Context: an optimization exercise on an open-source flow, tuned for small area, a short achievable clock period and few clock cycles. The choices shown serve that exercise and are no tape-out recipe.
Only simulation tests tie the RTL to the original design; equivalence was not proved.
Power is estimated from default activity; no workload was simulated.

`flow/flow/run.sh`:
```
#!/bin/bash
set -euo pipefail
bash standard.sh SETUP_SLACK_MARGIN=5.5 finish > flow_make.log 2>&1
```
`flow/standard.sh`:
```
#!/bin/bash
# synth_recipe.tcl (not shown) runs the flow's synth.tcl, then flattens the netlist and writes it again
# the make line also repeats each setting of config.mk as NAME=value (left out here)
make -C /OpenROAD-flow-scripts/flow DESIGN_CONFIG=/design/flow/config.mk WORK_HOME=/design/flow/orfs CLKGATE_MAP_FILE= SYNTH_SCRIPT=/design/flow/synth_recipe.tcl "${@:-finish}"
```
`flow/config.mk`:
```
export PLATFORM = sky130hd
export DESIGN_NAME = CPU_6507
export DESIGN_NICKNAME = CPU_6507
export VERILOG_FILES = /design/flow/design.v
export SDC_FILE = /design/flow/constraint.sdc
export NUM_CORES = 4
export LEC_CHECK = 0
export ABC_AREA = 1
export CAP_MARGIN = 20
export CORE_MARGIN = 2
export CORE_UTILIZATION = 60
export SLEW_MARGIN = 20
```
`flow/constraint.sdc`:
```
create_clock -name core_clock -period 9.0 [get_ports {clk}]
set_input_delay 1.8000 -clock core_clock [delete_from_list [all_inputs] [get_ports {clk}]]
set_output_delay 1.8000 -clock core_clock [all_outputs]
set_load 0.01 [all_outputs]
```
`flow/design.v`:
```
module CPU_6507(
	output [12:0] addr_bus,
	output [7:0] d_out,
	input [7:0] d_in,
	output reg wenb,
	input clk,
	input rstb,
	input rdy
);
localparam T0 = 5'd0, T1 = 5'd1, ABS2 = 5'd2, IDX = 5'd3, BR = 5'd4, BRFIX = 5'd5;
localparam DATA = 5'd8, MOD = 5'd9, WR = 5'd10, PLO = 5'd11, PHI = 5'd12, PHIJ = 5'd13;
localparam PUSH = 5'd16, SINC = 5'd17, PUSHL = 5'd18, PUSHP = 5'd19, PULLP = 5'd20, PULLL = 5'd21, PULLH = 5'd22, PULLA = 5'd23;
reg [7:0] A, X, Y, S;
reg N, V, D, I, Z, C;
reg [15:0] PC;
reg [7:0] IR, DL, ABL;
reg [4:0] ABH;
reg [4:0] st;
wire [7:0] P = {N, V, 2'b00, D, I, Z, C};
assign addr_bus = st[4] ? {5'b00001, S} : st[3] ? {ABH, ABL} : PC[12:0];
wire [2:0] aaa = IR[7:5];
wire [2:0] bbb = IR[4:2];
wire [1:0] cc = IR[1:0];
wire g1 = cc == 2'b01;
wire g2 = cc == 2'b10;
wire g0 = cc == 2'b00;
wire m_imm = (g1 & bbb == 3'b010) | (~g1 & bbb == 3'b000 & aaa[2]);
wire m_zp = bbb == 3'b001;
wire m_zpi = bbb == 3'b101;
wire m_izx = g1 & bbb == 3'b000;
wire m_izy = g1 & bbb == 3'b100;
wire m_absi = bbb == 3'b111 | (g1 & bbb == 3'b110);
wire use_y = (g1 & (bbb == 3'b110 | bbb == 3'b100)) | (g2 & aaa[2:1] == 2'b10);
wire is_store = aaa == 3'b100 & ~(g0 & ~bbb[0]) & ~(g2 & bbb[1:0] == 2'b10);
wire is_rmw = g2 & ~(aaa[2:1] == 2'b10) & bbb[0];
wire is_branch = g0 & bbb == 3'b100;
wire is_jmp = IR == 8'h4C;
wire is_jmpi = IR == 8'h6C;
wire is_jsr = IR == 8'h20;
wire is_brk = IR == 8'h00;
reg take;
always @(*) begin
	case (aaa[2:1])
		2'b00: take = N;
		2'b01: take = V;
		2'b10: take = C;
		default: take = Z;
	endcase
	take = take == aaa[0];
end
localparam OP_ADD = 3'd0, OP_AND = 3'd1, OP_OR = 3'd2, OP_EOR = 3'd3, OP_SHL = 3'd4, OP_SHR = 3'd5;
localparam [8:0] SA = 9'h100, SX = 9'h080, SY = 9'h040, SS = 9'h020, SPL = 9'h010, SPH = 9'h008, SAL = 9'h004, SDL = 9'h002, SP = 9'h001, S0 = 9'h000;
localparam [1:0] MDL = 2'b10, MNDL = 2'b11, M00 = 2'b00, MFF = 2'b01;
localparam [1:0] C0 = 2'b00, C1 = 2'b10, CC = 2'b01;
localparam [16:0] CW_NONE = 17'd0;
localparam [16:0] CW_ALINC = {1'b0, SAL, M00, C1, OP_ADD};
reg [16:0] cw_exec;
always @(*) begin
	casez (IR)
		8'b000???01: cw_exec = {1'b0, SA, MDL, C0, OP_OR};
		8'b001???01: cw_exec = {1'b0, SA, MDL, C0, OP_AND};
		8'b010???01: cw_exec = {1'b0, SA, MDL, C0, OP_EOR};
		8'b011???01: cw_exec = {1'b0, SA, MDL, CC, OP_ADD};
		8'b111???01: cw_exec = {1'b0, SA, MNDL, CC, OP_ADD};
		8'b110???01: cw_exec = {1'b0, SA, MNDL, C1, OP_ADD};
		8'b111???00: cw_exec = {1'b0, SX, MNDL, C1, OP_ADD};
		8'b110???00: cw_exec = {1'b0, SY, MNDL, C1, OP_ADD};
		8'b001???00: cw_exec = {1'b0, SA, MDL, C0, OP_AND};
		default: cw_exec = {1'b0, S0, MDL, C0, OP_OR};    
	endcase
end
reg [16:0] cw_mod;
always @(*) begin
	case (aaa)
		3'b000: cw_mod = {1'b0, SDL, M00, C0, OP_SHL};
		3'b001: cw_mod = {1'b0, SDL, M00, CC, OP_SHL};
		3'b010: cw_mod = {1'b0, SDL, M00, C0, OP_SHR};
		3'b011: cw_mod = {1'b0, SDL, M00, CC, OP_SHR};
		3'b110: cw_mod = {1'b0, SDL, MFF, C0, OP_ADD};
		default: cw_mod = {1'b0, SDL, M00, C1, OP_ADD};
	endcase
end
wire [8:0] idxsel = use_y ? SY : SX;
wire [8:0] stsel = cc[0] ? SA : cc[1] ? SX : SY;
wire [16:0] CW_STORE = {1'b0, stsel, M00, C0, OP_OR};
reg [16:0] cw_op;
always @(*) begin
	casez (d_in)
		8'b00?0_1010: cw_op = {1'b0, SA, M00, C0, OP_SHL} | {10'h0, 2'b0, 1'b0, d_in[5], 3'b0};
		8'b01?0_1010: cw_op = {1'b0, SA, M00, C0, OP_SHR} | {10'h0, 2'b0, 1'b0, d_in[5], 3'b0};
		8'h8A, 8'h9A: cw_op = {1'b0, SX, M00, C0, OP_OR};
		8'hAA, 8'hA8, 8'h48: cw_op = {1'b0, SA, M00, C0, OP_OR};
		8'hBA: cw_op = {1'b0, SS, M00, C0, OP_OR};
		8'h98: cw_op = {1'b0, SY, M00, C0, OP_OR};
		8'hE8: cw_op = {1'b0, SX, M00, C1, OP_ADD};
		8'hCA: cw_op = {1'b0, SX, MFF, C0, OP_ADD};
		8'hC8: cw_op = {1'b0, SY, M00, C1, OP_ADD};
		8'h88: cw_op = {1'b0, SY, MFF, C0, OP_ADD};
		8'h00: cw_op = {1'b0, SPH, M00, C0, OP_OR};
		8'b???1_0000: cw_op = {1'b1, SPL, M00, C1, OP_ADD};
		8'b10?1_0110: cw_op = {1'b1, SY, M00, C0, OP_ADD};
		8'b???1_01??, 8'b???0_0001: cw_op = {1'b1, SX, M00, C0, OP_ADD};
		default: cw_op = {1'b0, SP, M00, C0, OP_OR};
	endcase
end
reg [16:0] cw_nx;
always @(*) begin
	case (st)
		T0: cw_nx = cw_op;
		T1: begin
			if (m_imm) cw_nx = cw_exec;
			else if (is_branch) cw_nx = {1'b0, SPH, 1'b0, d_in[7], ~d_in[7], 1'b0, OP_ADD};
			else if (m_zp | m_zpi) cw_nx = CW_STORE;
			else if (m_izy | m_izx) cw_nx = CW_ALINC;
			else cw_nx = {1'b0, m_absi ? idxsel : S0, MDL, C0, OP_ADD};
		end
		ABS2: cw_nx = is_jsr ? {1'b0, SPH, M00, C0, OP_OR} : is_jmpi ? CW_ALINC : CW_STORE;
		PLO: cw_nx = {1'b0, m_izy ? SY : S0, MDL, C0, OP_ADD};
		PHI: cw_nx = CW_STORE;
		DATA: cw_nx = is_rmw ? cw_mod : cw_exec;
		MOD: cw_nx = {1'b0, SDL, M00, C0, OP_OR};
		PUSH: cw_nx = {1'b0, SPL, M00, C0, OP_OR};
		PUSHL: cw_nx = {1'b0, SP, M00, C0, OP_OR};
		PUSHP: cw_nx = CW_ALINC;
		PULLA: cw_nx = cw_exec;
		default: cw_nx = CW_NONE;
	endcase
end
reg [16:0] cwr;
wire mDin = cwr[16], rA = cwr[15], rX = cwr[14], rY = cwr[13], rS = cwr[12], rPL = cwr[11], rPH = cwr[10], rAL = cwr[9], rDL = cwr[8], rP = cwr[7];
wire mEn = cwr[6], mInv = cwr[5], cOne = cwr[4], cC = cwr[3];
wire [2:0] op = cwr[2:0];
wire [7:0] R = ({8{rA}} & A) | ({8{rX}} & X) | ({8{rY}} & Y) | ({8{rS}} & S) |
	({8{rPL}} & PC[7:0]) | ({8{rPH}} & PC[15:8]) | ({8{rAL}} & ABL) | ({8{rDL}} & DL) | ({8{rP}} & P);
assign d_out = R;
wire [7:0] M = mDin ? d_in : ({8{mEn}} & DL) ^ {8{mInv}};
wire cin = cOne | (cC & C);
wire [8:0] sum = {1'b0, R} + {1'b0, M} + {8'b0, cin};
reg [7:0] res;
reg cout;
always @(*) begin
	cout = sum[8];
	case (op)
		OP_ADD: res = sum[7:0];
		OP_AND: res = R & M;
		OP_OR: res = R | M;
		OP_EOR: res = R ^ M;
		OP_SHL: begin res = {R[6:0], cin}; cout = R[7]; end
		default: begin res = {cin, R[7:1]}; cout = R[0]; end
	endcase
end
wire ovf = (R[7] == M[7]) & (res[7] != R[7]);
reg wA, wX, wY, wS, wNZ, wC, wV, bitop;
always @(*) begin
	wA = 0; wX = 0; wY = 0; wS = 0; wNZ = 0; wC = 0; wV = 0; bitop = 0;
	case (st)
		T0: begin
			casez (IR)
				8'b0?0???01, 8'b001???01: begin wA = 1; wNZ = 1; end
				8'b101???01, 8'h68: begin wA = 1; wNZ = 1; end
				8'b011???01, 8'b111???01: begin wA = 1; wNZ = 1; wC = 1; wV = 1; end
				8'b110???01, 8'hE0, 8'hE4, 8'hEC, 8'hC0, 8'hC4, 8'hCC: begin wNZ = 1; wC = 1; end
				8'hA2, 8'hA6, 8'hAE, 8'hB6, 8'hBE: begin wX = 1; wNZ = 1; end
				8'hA0, 8'hA4, 8'hAC, 8'hB4, 8'hBC: begin wY = 1; wNZ = 1; end
				8'h24, 8'h2C: begin wNZ = 1; bitop = 1; wV = 1; end
				8'hAA, 8'hBA, 8'hE8, 8'hCA: begin wX = 1; wNZ = 1; end
				8'hA8, 8'hC8, 8'h88: begin wY = 1; wNZ = 1; end
				8'h8A, 8'h98: begin wA = 1; wNZ = 1; end
				8'h9A: wS = 1;
				8'h0A, 8'h2A, 8'h4A, 8'h6A: begin wA = 1; wNZ = 1; wC = 1; end
				default: ;
			endcase
		end
		MOD: begin wNZ = 1; wC = ~aaa[2]; end
		default: ;
	endcase
end
wire sdec = st == PUSH || st == PUSHL || st == PUSHP;
wire sinc = st == SINC || st == PULLL || (st == PULLP && ~IR[3]);
wire d_stk = ~d_in[7] & ~d_in[4] & ~d_in[2] & ~d_in[1] & ~d_in[0] & (d_in[3] | ~(d_in[5] & ~d_in[6]));
wire d_push = d_stk & ~d_in[5] & (d_in[3] | ~d_in[6]);
wire d_impl = (d_in[3:0] == 4'h8 & (d_in[7] | d_in[4])) | (d_in[3:0] == 4'hA & (d_in[7] | ~d_in[4]));
reg [4:0] ns;
reg wr_n;
always @(*) begin
	ns = T0;
	wr_n = 1'b0;
	case (st)
		T0: begin
			ns = {d_stk, 3'b000, ~d_impl & ~d_push};
			wr_n = d_push;
		end
		T1: begin
			if (m_imm) ns = T0;
			else if (is_branch) ns = (take & (cout != d_in[7])) ? BRFIX : T0;
			else if (m_zp | m_zpi) ns = DATA;
			else if (m_izy | m_izx) ns = PLO;
			else ns = ABS2;
			wr_n = (m_zp | m_zpi) & is_store;
		end
		ABS2: begin
			ns = is_jmp ? T0 : is_jsr ? PUSH : is_jmpi ? PLO : DATA;
			wr_n = is_jsr | (is_store & ~is_jmp & ~is_jmpi);
		end
		PLO: ns = (is_jmpi | is_brk) ? PHIJ : PHI;
		PHI: begin ns = DATA; wr_n = is_store; end
		PHIJ: ns = T0;
		DATA: ns = is_rmw ? MOD : T0;
		MOD: begin ns = WR; wr_n = 1'b1; end
		WR: ns = T0;
		BRFIX: ns = T0;
		PUSH: begin ns = (is_brk | is_jsr) ? PUSHL : T0; wr_n = is_brk | is_jsr; end
		PUSHL: begin ns = is_brk ? PUSHP : T0; wr_n = is_brk; end
		PUSHP: ns = PLO;
		SINC: ns = IR[3] ? (IR[6] ? PULLA : PULLP) : (IR[5] ? PULLL : PULLP);
		PULLP: ns = IR[3] ? T0 : PULLL;
		PULLL: ns = PULLH;
		PULLH: ns = T0;
		PULLA: ns = T0;
		default: ns = T0;
	endcase
end
wire [15:0] PCinc = PC + 16'd1;
wire [7:0] sx = S ^ {8{sdec}};
wire [6:0] st_t = {&sx[6:0], &sx[5:0], &sx[4:0], &sx[3:0], &sx[2:0], &sx[1:0], sx[0]};
wire [4:0] dinc = d_in[4:0] + 5'd1;
wire [4:0] ABHc = cout ? dinc : d_in[4:0];
always @(posedge clk) begin
	if (!rstb) begin
		st <= PLO;
		IR <= 8'h00;
		ABL <= 8'hFC;
		ABH <= 5'h1F;
		wenb <= 1'b1;
		cwr <= CW_ALINC;
		A <= 0; X <= 0; Y <= 0; S <= 0;
		N <= 0; V <= 0; D <= 0; I <= 1; Z <= 1; C <= 0;
	end else if (rdy) begin
		st <= ns;
		cwr <= cw_nx;
		wenb <= ~wr_n;
		if (wA) A <= res;
		if (wX) X <= res;
		if (wY) Y <= res;
		if (wS) S <= res;
		else if (sdec | sinc) S <= S ^ {st_t, 1'b1};
		if (wNZ) begin N <= bitop ? M[7] : res[7]; Z <= res == 8'h00; end
		if (wC) C <= cout;
		if (wV) V <= bitop ? M[6] : ovf;
		case (st)
			T0: begin
				IR <= d_in;
				PC <= PCinc;
				casez (IR)
					8'b00?11000: C <= IR[5];
					8'b01?11000: I <= IR[5];
					8'hB8: V <= 1'b0;
					8'b11?11000: D <= IR[5];
					default: ;
				endcase
			end
			T1: begin
				DL <= d_in;
				if (is_branch & take) PC[7:0] <= res;
				else PC <= PCinc;
				ABL <= (m_zpi | m_izx) ? res : d_in;
				ABH <= 5'd0;
			end
			ABS2: begin
				if (is_jmp) PC <= {d_in, DL};
				else PC <= PCinc;
				if (is_jsr) ABL <= d_in;
				else begin ABL <= res; ABH <= ABHc; end
			end
			PLO: begin DL <= d_in; ABL <= res; end
			PHI: begin ABL <= res; ABH <= ABHc; end
			PHIJ, PULLH: PC <= {d_in, DL};
			DATA: DL <= d_in;
			MOD: DL <= res;
			BRFIX: PC[15:8] <= res;
			PUSH: if (is_jsr) PC[15:8] <= ABL;
			PUSHL: if (is_jsr) PC[7:0] <= DL;
			PUSHP: begin I <= 1'b1; ABL <= 8'hFE; ABH <= 5'h1F; end
			PULLP: begin N <= d_in[7]; V <= d_in[6]; D <= d_in[3]; I <= d_in[2]; Z <= d_in[1]; C <= d_in[0]; end
			PULLL, PULLA: DL <= d_in;
			default: ;
		endcase
	end
end
endmodule
```
==> impl_summary.txt, run 1 <==
----------------------------------------------------
[Outcome]
  Outcome ... complete, no violations

[Cells and area]
  Number of filler cells placed in the layout ... 1280
  Final Non-Filler Cells ... 1774
  Commonest non-fill, non-tap cells in the layout ... 433 x sky130_fd_sc_hd__nand2_1, 147 x sky130_fd_sc_hd__inv_1, 122 x sky130_fd_sc_hd__nor2_1, 122 x sky130_fd_sc_hd__a21oi_1, 95 x sky130_fd_sc_hd__o21ai_0
  Most common cell after layout, fill and taps aside ... sky130_fd_sc_hd__nand2_1
  Register Area ... 2390 um2
  Layout area overhead ... 19.4%
  Fraction of final layout cells with drive strength greater than 1 ... 17.9%
  Ant. Diodes ... 0
  Multi-input gate area ... 6310 um2
  Number of nets in the finished design ... 1615

[Timing]
  Aggregate negative setup slack ... 0 ns
  Clock tree skew after final layout ... 0.0123 ns
  Post-layout worst setup margin ... 5.26 ns
  Final setup violation count ... 0
  Unrepaired setup endpoints after global routing ... true
  Final hold violation count ... 0
  Ratio of final minimum period to clock period ... 41.5%
  Worst slew pin tran ... 0.978 ns
  Fmax ... 268 MHz
  Pins Over Slew Limit ... 0
  Max-slew headroom ... 34.5%
  Post-layout minimum cycle time ... 3.74 ns

[GRT]
  Overflow left after global routing ... 0
  Largest net degree at the start of global routing ... 46
  Number of antenna violations at the first check in global routing ... 0
  GRT Overall Usage ... 44.4%
  First-pass GRT wire length ... 55700 um
  Number of global-route vias before repair ... 10017

[Worst setup path]
  Nature of the critical path startpoint ... input port
  Highest net fanout along the worst path ... 5
  Data arrival time of the critical path ... 3.84 ns
  Kind of end point of the critical path ... flip-flop
  Worst endpoint required time ... 9.10 ns
  Category of the most critical setup path ... input port to flip-flop

[CTS]
  Worst skew pair latency ... 0.36 ns
  Clock transition at the register clock pins on the worst setup and hold paths after CTS ... 0.08 ns
  Clock tree root driver cell ... sky130_fd_sc_hd__clkbuf_16
  CTS tree ... done
  Number of sinks handled by clock tree synthesis ... 106
  Hold Buf Count CTS ... 0
  Max Root-Sink Buffers ... 2
  CTS Buf Count ... 9
  H-tree level count ... 3

[Place]
  Final HPWL DP ... 25600 um
  Count of placed standard cells including taps ... 1693
  Buffers on Ports ... 32
  Gpl congestion ... 1.04
  Setup slack after placement ... 4.01 ns

[Drt]
  DRC errors left ... 0
  Total routed wirelength ... 37600 um
  Iteration-0 DRC Markers ... 1765
  Post-route antenna net violation count ... 0
  First-pass DRT Iterations ... 7
  Average wire per cell in the routed design ... 21.2 um
  Vias after detailed routing ... 11412
  Ratio of routed vias to standard cells ... 6.43

[Die]
  Starting Density ... 60.9%
  Top-Level Pins ... 33
  Chip width ... 128 um
  Core region area ... 15000 um2
  Die extent in y ... 128 um
  Site Rows ... 45
  Die area ... 16300 um2

[Power]
  Logic pwr share ... 36.0%
  Total internal power ... 0.925 mW
  Max IR drop VDD ... 0.000110 V
  Clk pwr share ... 28.1%
  Net switching component of the power ... 0.559 mW
  Pwr/cell area ... 136 nW/um2
  Register share of total power ... 36.0%
  Switching share of power ... 37.7%
  Standby leakage power ... 4.97 nW

[Worst hold path]
  Path class of the lowest-slack min-delay path ... flip-flop to flip-flop

[Logic synthesis]
  Largest area contributor in the synthesized netlist ... sky130_fd_sc_hd__nand2_1
  Synth Area per Inst ... 6.02 um2
  Ys flop type ... sky130_fd_sc_hd__dfxtp_1
  FFs w/ async S/R, synth ... 0%
  Total of warnings raised by yosys ... 1
  Post-synth net total ... 1555
  Seq cells post-synth ... 106
  Area share of the leading cell type in the synthesized netlist ... 18.9%
  Cell variety after synth ... 57
  Ranking of synthesized cells by area ... sky130_fd_sc_hd__nand2_1 19%, sky130_fd_sc_hd__dfxtp_1 18%, sky130_fd_sc_hd__edfxtp_1 7.9%
  Synthesized cell area ... 9160 um2
  Mapped Cells ... 1521
  Count of flip-flops with a built-in enable after synthesis ... 24
  Sequential cell area fraction in the yosys report ... 25.8%

[Run]
  Reported max-cap violation count ... 0

----------------------------------------------------
## state kept, by name (all words and copies together) (netlist names)
signal,count
C,1
IR,8
DL,8
V,1
st,5
wenb,1
A,8
Y,8
PC,16
cwr,17
I,1
ABL,8
D,1
ABH,5
X,8
S,8
Z,1
N,1
## worst max-delay path, stage by stage
cell	delay (ns)
sky130_fd_sc_hd__buf_12	0.08
sky130_fd_sc_hd__o21a_1	0.13
sky130_fd_sc_hd__inv_2	0.06
sky130_fd_sc_hd__fa_2	0.42
sky130_fd_sc_hd__fa_2	0.39
sky130_fd_sc_hd__inv_2	0.09
sky130_fd_sc_hd__nand2_2	0.07
sky130_fd_sc_hd__nand2_2	0.06
sky130_fd_sc_hd__nand2_1	0.05
sky130_fd_sc_hd__nand3_1	0.11
sky130_fd_sc_hd__nand3_2	0.09
sky130_fd_sc_hd__nand2_4	0.12
sky130_fd_sc_hd__inv_4	0.06
sky130_fd_sc_hd__o211ai_1	0.16
sky130_fd_sc_hd__o211ai_1	0.15
## timing repair
item | in CTS | in global routing
gates resized for setup | 156 | 72
buffers inserted | 43 | 21
gates cloned | 1 | 0
pin swaps | 44 | 28
setup endpoints to repair | 120 | 94
## through the flow
stage | total power, mW | hold WS [ns] | cell area, um2 | util (%)
finish | 1.48 | 0.473 | 10900 | 72.7
floorplan | 0.791 | 0.435 | 9210 | -
detailed placement | 0.927 | 0.459 | 9550 | 63.5
global route | 1.53 | 0.497 | 10900 | 72.7
global placement | 0.922 | 0.451 | 9550 | 63.5
CTS | 1.41 | 0.470 | 10500 | 70.1
## layer usage
metal / part of all wire (%) / vias up / GRT usage (%) / routed length [um]
li1: - / 5162 / - / -
met1: 36 / 5112 / 56.4 / 13600
met2: 44 / 933 / 69.5 / 16400
met3: 13 / 205 / 10.4 / 4900
met4: 7.0 / 0 / 25.3 / 2640
met5: 0 / - / 0 / 0
## kinds of logic (layout without fill, tap and decap cells)
logic type               count (synthesis)  count (layout)  share of synthesized area (%)
adder cells (fa/ha/maj)                 23              23                           3.31
buffers and inverters                  239             303                           10.4
AND/OR/NAND/NOR                        791             792                           37.3
XOR/XNOR                                19              19                           1.82
flip-flops                             106             106                           25.8
AO/OA/AOI/OAI                          343             343                           21.4
## final cells by class
type | instances | area share [%]
Sequential cell | 106 | 21.8
Inverter | 183 | 6.75
Tap cell | 188 | 2.15
Timing Repair Buffer | 104 | 8.89
Clock inverter | 7 | 0.618
Multi-Input combinational cell | 1177 | 57.7
Clock buffer | 9 | 2.06
## cell usage after synthesis, types with 6 or more instances
master,number
sky130_fd_sc_hd__o21ai_0,118
sky130_fd_sc_hd__nand3_1,112
sky130_fd_sc_hd__nand4_1,21
sky130_fd_sc_hd__edfxtp_1,24
sky130_fd_sc_hd__o21a_1,9
sky130_fd_sc_hd__nor2_2,13
sky130_fd_sc_hd__clkbuf_1,21
sky130_fd_sc_hd__xor2_1,16
sky130_fd_sc_hd__nand2_1,462
sky130_fd_sc_hd__dfxtp_1,82
sky130_fd_sc_hd__nand2_2,11
sky130_fd_sc_hd__or2_2,6
sky130_fd_sc_hd__nor3_1,14
sky130_fd_sc_hd__nor2_1,124
sky130_fd_sc_hd__inv_1,161
sky130_fd_sc_hd__ha_1,21
sky130_fd_sc_hd__a31oi_1,9
sky130_fd_sc_hd__buf_2,27
sky130_fd_sc_hd__buf_4,6
sky130_fd_sc_hd__nor2_4,6
sky130_fd_sc_hd__inv_2,20
sky130_fd_sc_hd__a22oi_1,13
sky130_fd_sc_hd__o211ai_1,16
sky130_fd_sc_hd__a21oi_1,132
sky130_fd_sc_hd__o21ai_1,13
## power groups by stage
| stage | Sequential (mW) | Combinational, mW | Clock [mW] |
|---|---|---|---|
| after floorplan | 0.530 | 0.262 | 0 |
| after global placement | 0.545 | 0.377 | 0 |
| after detailed placement | 0.545 | 0.382 | 0 |
| after CTS | 0.531 | 0.471 | 0.410 |
| after global routing | 0.534 | 0.564 | 0.432 |
| final | 0.533 | 0.534 | 0.417 |
## final timing paths
check | depth (start not counted) | endpoint | from | slack [ns]
worst min register to register | 2 | ABH[3] | ABH[3] | 0.47
worst max-delay path | 15 | PC[4] | d_in[0] | 5.26
worst max register to register | 17 | PC[4] | cwr[6] | 5.97
worst min-delay path | 2 | ABH[3] | ABH[3] | 0.47
Testbench counts, summed over its fixed seeds: cycles 230,376.
==> inputs of run 2 (changes only) <==
==> flow/run.sh (new file) <==
#!/bin/bash
# synth_recipe.tcl (not shown) runs the flow's synth.tcl, then flattens the netlist and writes it again
# the make line also repeats each setting of config.mk as NAME=value (left out here)
make -C /OpenROAD-flow-scripts/flow DESIGN_CONFIG=/design/flow/config.mk WORK_HOME=/design/flow/orfs CLKGATE_MAP_FILE= SYNTH_SCRIPT=/design/flow/synth_recipe.tcl finish
--- a/flow/config.mk
+++ b/flow/config.mk
@@ -11,2 +11,3 @@
 export CORE_UTILIZATION = 60
+export SETUP_SLACK_MARGIN = 5
 export SLEW_MARGIN = 20
removed: flow/flow/run.sh
removed: flow/standard.sh
==> impl_summary.txt, run 2 <==
----------------------------------------------------
[Power]
  Power consumption ... 1.34 mW
  Pwr/cell area ... 135 nW/um2
  Standby leakage power ... 4.49 nW
  Max IR drop VDD ... 0.000123 V

[Cells and area]
  Layout area overhead ... 8.31%
  Register name with the most flops ... cwr
  Ant. Diodes ... 0
  Number of flip-flops in the largest register ... 17
  Registers with the most flip-flops ... cwr x17, PC x16
  Register Area ... 2360 um2
  Most common cell after layout, fill and taps aside ... sky130_fd_sc_hd__nand2_1
  Post-route standard cell area excluding fillers ... 9920 um2
  Number of nets in the finished design ... 1559
  Commonest non-fill, non-tap cells in the layout ... 453 x sky130_fd_sc_hd__nand2_1, 158 x sky130_fd_sc_hd__inv_1, 131 x sky130_fd_sc_hd__a21oi_1
  Final Non-Filler Cells ... 1718
  Fraction of final layout cells with drive strength greater than 1 ... 8.30%
  Number of filler cells placed in the layout ... 1446
  Multi-input gate area ... 5920 um2

[Logic synthesis]
  Count of flip-flops with a built-in enable after synthesis ... 24
  Synthesized cell area ... 9160 um2
  Cell with the most instances after synthesis ... sky130_fd_sc_hd__nand2_1
  Post-synth net total ... 1555
  Largest area contributor in the synthesized netlist ... sky130_fd_sc_hd__nand2_1
  Synth Area per Inst ... 6.02 um2
  Sequential cell area fraction in the yosys report ... 25.8%
  Most used standard cells in the synthesized netlist ... 462 x sky130_fd_sc_hd__nand2_1, 161 x sky130_fd_sc_hd__inv_1, 132 x sky130_fd_sc_hd__a21oi_1, 124 x sky130_fd_sc_hd__nor2_1, 118 x sky130_fd_sc_hd__o21ai_0
  Mapped Cells ... 1521
  Area share of the leading cell type in the synthesized netlist ... 18.9%
  Seq cells post-synth ... 106
  Cell variety after synth ... 57
  Ys flop type ... sky130_fd_sc_hd__dfxtp_1
  FFs w/ async S/R, synth ... 0%
  Ranking of synthesized cells by area ... sky130_fd_sc_hd__nand2_1 19%, sky130_fd_sc_hd__dfxtp_1 18%, sky130_fd_sc_hd__edfxtp_1 7.9%
  Total of warnings raised by yosys ... 1

[Timing]
  Final setup violation count ... 0
  Worst slew pin tran ... 0.875 ns
  Post-layout worst setup margin ... 5.03 ns
  Max-slew headroom ... 41.7%
  Aggregate negative setup slack ... 0 ns
  Fmax ... 252 MHz
  Post-layout minimum cycle time ... 3.97 ns
  Unrepaired setup endpoints after global routing ... true
  Clock tree skew after final layout ... 0.0104 ns
  Ratio of final minimum period to clock period ... 44.1%
  Pins Over Slew Limit ... 0
  Final hold violation count ... 0

[CTS]
  Clock tree root driver cell ... sky130_fd_sc_hd__clkbuf_16
  CTS Buf Count ... 9
  H-tree level count ... 3
  Worst skew pair latency ... 0.37 ns
  Clock transition at the register clock pins on the worst setup and hold paths after CTS ... 0.07 ns
  CTS tree ... done
  Number of sinks handled by clock tree synthesis ... 106
  Max Root-Sink Buffers ... 2

[Worst setup path]
  Count of cell instances traversed by the critical path ... 5
  Highest net fanout along the worst path ... 9
  Category of the most critical setup path ... flip-flop to primary output
  Timing endpoint of the critical path ... d_out[5]
  Worst endpoint required time ... 7.20 ns
  Data arrival time of the critical path ... 2.17 ns
  Top delay family on crit path ... simple AND/OR/NAND/NOR gates
  Most Frequent Cell on Critical Path ... sky130_fd_sc_hd__nand2_1
  Launching instance or port of the critical path ... cwr[10]
  R2R Path End ... PC[2]
  Worst setup slack for register-to-register paths ... 5.66 ns
  Kind of end point of the critical path ... primary output
  Critical-path top delay cell ... sky130_fd_sc_hd__dfxtp_1
  Depth of the most critical reg-to-reg path ... 16
  Reg-to-reg startpoint ... cwr[10]
  Nature of the critical path startpoint ... flip-flop
  Largest incremental delay on the critical path ... 0.61 ns
  Critical path, cell by cell ... nand2_1 -> nand2_1 -> nor2_1 -> nand2_1 -> clkdlybuf4s50_1
  Buf/Inv on CP ... 1

[GRT]
  GRT Overall Usage ... 42.6%
  Number of global-route vias before repair ... 9814
  Number of antenna violations at the first check in global routing ... 0
  Overflow left after global routing ... 0
  First-pass GRT wire length ... 53700 um
  Largest net degree at the start of global routing ... 46

[Drt]
  Ratio of routed vias to standard cells ... 6.27
  Post-route met1 wirelength ... 13000 um
  Iteration-0 DRC Markers ... 1364
  Top Layer Used ... met4
  Post-route antenna net violation count ... 0
  Vias after detailed routing ... 10767
  DRC errors left ... 0
  First-pass DRT Iterations ... 6
  Total routed wirelength ... 34500 um
  DR WL met2 ... 15300 um
  Average wire per cell in the routed design ... 20.1 um
  Met3 WL ... 4310 um

[Outcome]
  Outcome ... complete, no violations

[Run]
  Reported max-cap violation count ... 0

[Worst hold path]
  Path class of the lowest-slack min-delay path ... flip-flop to flip-flop

[Place]
  Cell area reported after detailed placement ... 9510 um2
  Buffers on Ports ... 32
  Setup slack after placement ... 3.63 ns
  Gpl congestion ... 1.07
  Count of placed standard cells including taps ... 1694
  Final HPWL DP ... 25700 um

[Die]
  Site Rows ... 45
  Starting Density ... 60.9%
  Die extent in y ... 128 um
  Die area ... 16300 um2
  Top-Level Pins ... 33
  Chip width ... 128 um
  Core region area ... 15000 um2

----------------------------------------------------
[run 2: timing repair]
item,in CTS,in global routing
endpoints found under the setup margin,86,59
setup buffers,2,6
gates cloned,0,0
hold buffers,0,0
hold endpoints to repair,0,0
pin swaps,1,4
gates resized for setup,29,22
[run 2: layout make-up]
| cell class | instances | share of cell area [%] |
|---|---|---|
| Clock buffer | 10 | 2.31 |
| Sequential cell | 106 | 23.8 |
| Tap cell | 188 | 2.37 |
| Inverter | 183 | 6.95 |
| Multi-Input combinational cell | 1176 | 59.7 |
| Timing Repair Buffer | 49 | 4.39 |
| Clock inverter | 6 | 0.429 |
[run 2: worst min path at each step]
stage	start	cells past startpoint	slack [ns]	to
after floorplan	ABH[2]	2	0.43	ABH[2]
after global placement	ABH[3]	2	0.45	ABH[3]
after detailed placement	cwr[16]	2	0.46	cwr[16]
after CTS	cwr[16]	2	0.47	cwr[16]
after global routing	wenb	2	0.50	wenb
final	cwr[16]	2	0.47	cwr[16]
[run 2: metrics by stage]
| step | hold WS [ns] | utilization [%] |
|---|---|---|
| 4_1_cts | 0.467 | 65.5 |
| 5_1_grt | 0.497 | 66.0 |
| 2_1_floorplan | 0.435 | - |
| 3_5_place_dp | 0.456 | 63.3 |
| 3_3_place_gp | 0.448 | 63.3 |
| 6_report | 0.468 | 66.0 |
[run 2: tightest hold or removal path, delay by kind of cell, from the launching register on]
kind	cells	cell delay, ns
AND/OR/NAND/NOR	1	0.06
AO/OA/AOI/OAI	1	0.05
flip-flops	1	0.31
[run 2: where the power goes]
group	switching (mW)	internal (mW)	total, mW
clock	0.202	0.189	0.391
sequential	0.0278	0.508	0.535
combinational	0.277	0.139	0.416
total	0.507	0.836	1.34
[run 2: layer usage]
layer  track usage [%]  up-vias
li1                  -     5018
met1              54.5     4804
met2              67.3      779
met3              9.72      166
met4              22.1        0
met5                 0        -
[run 2: cell families (layout without fill, tap and decap cells)]
| family | Yosys count | after routing | synth area share, % |
|---|---|---|---|
| AOI/OAI and AO/OA | 343 | 343 | 21.4 |
| xor gates and xnor gates | 19 | 19 | 1.82 |
| adders and majority gates | 23 | 23 | 3.31 |
| buffers and inverters | 239 | 248 | 10.4 |
| DFF | 106 | 106 | 25.8 |
| and+or+nand+nor | 791 | 791 | 37.3 |

## re-timing with driven ports
The flow's constraints put no driver on any port. The routed layouts listed below were extracted and timed again, unchanged, in two steps. Step 1 (the two cells are an assumption about what drives the block):
set clk [get_ports {clk}]
set_driving_cell -lib_cell sky130_fd_sc_hd__clkbuf_16 $clk
set_driving_cell -lib_cell sky130_fd_sc_hd__buf_2 [delete_from_list [all_inputs] $clk]
Step 2 times the ports against the registers' clock, not the clock port: input delays grow and output delays shrink by t, the midpoint of the rising clock arrivals with the driver on. Slacks: ideal ports / drivers / drivers and shift; pairs: ideal ports / drivers.
run	t, ns	slack for setup (ns)	worst hold slack (ns)	latest minus earliest clock arrival (ns)	worst data-port slew with drivers (ns)
run 1	0.400	5.265 / 5.247 / 4.847	0.473 / 0.473 / 0.473	0.012 / 0.012	0.06
run 2	0.410	5.027 / 4.982 / 4.715	0.468 / 0.468 / 0.468	0.010 / 0.011	0.05
After both steps every run listed still meets setup and hold. For run 1, which loses most, drivers alone change the setup slack by -0.018 ns; drivers and shift together by -0.418 ns.
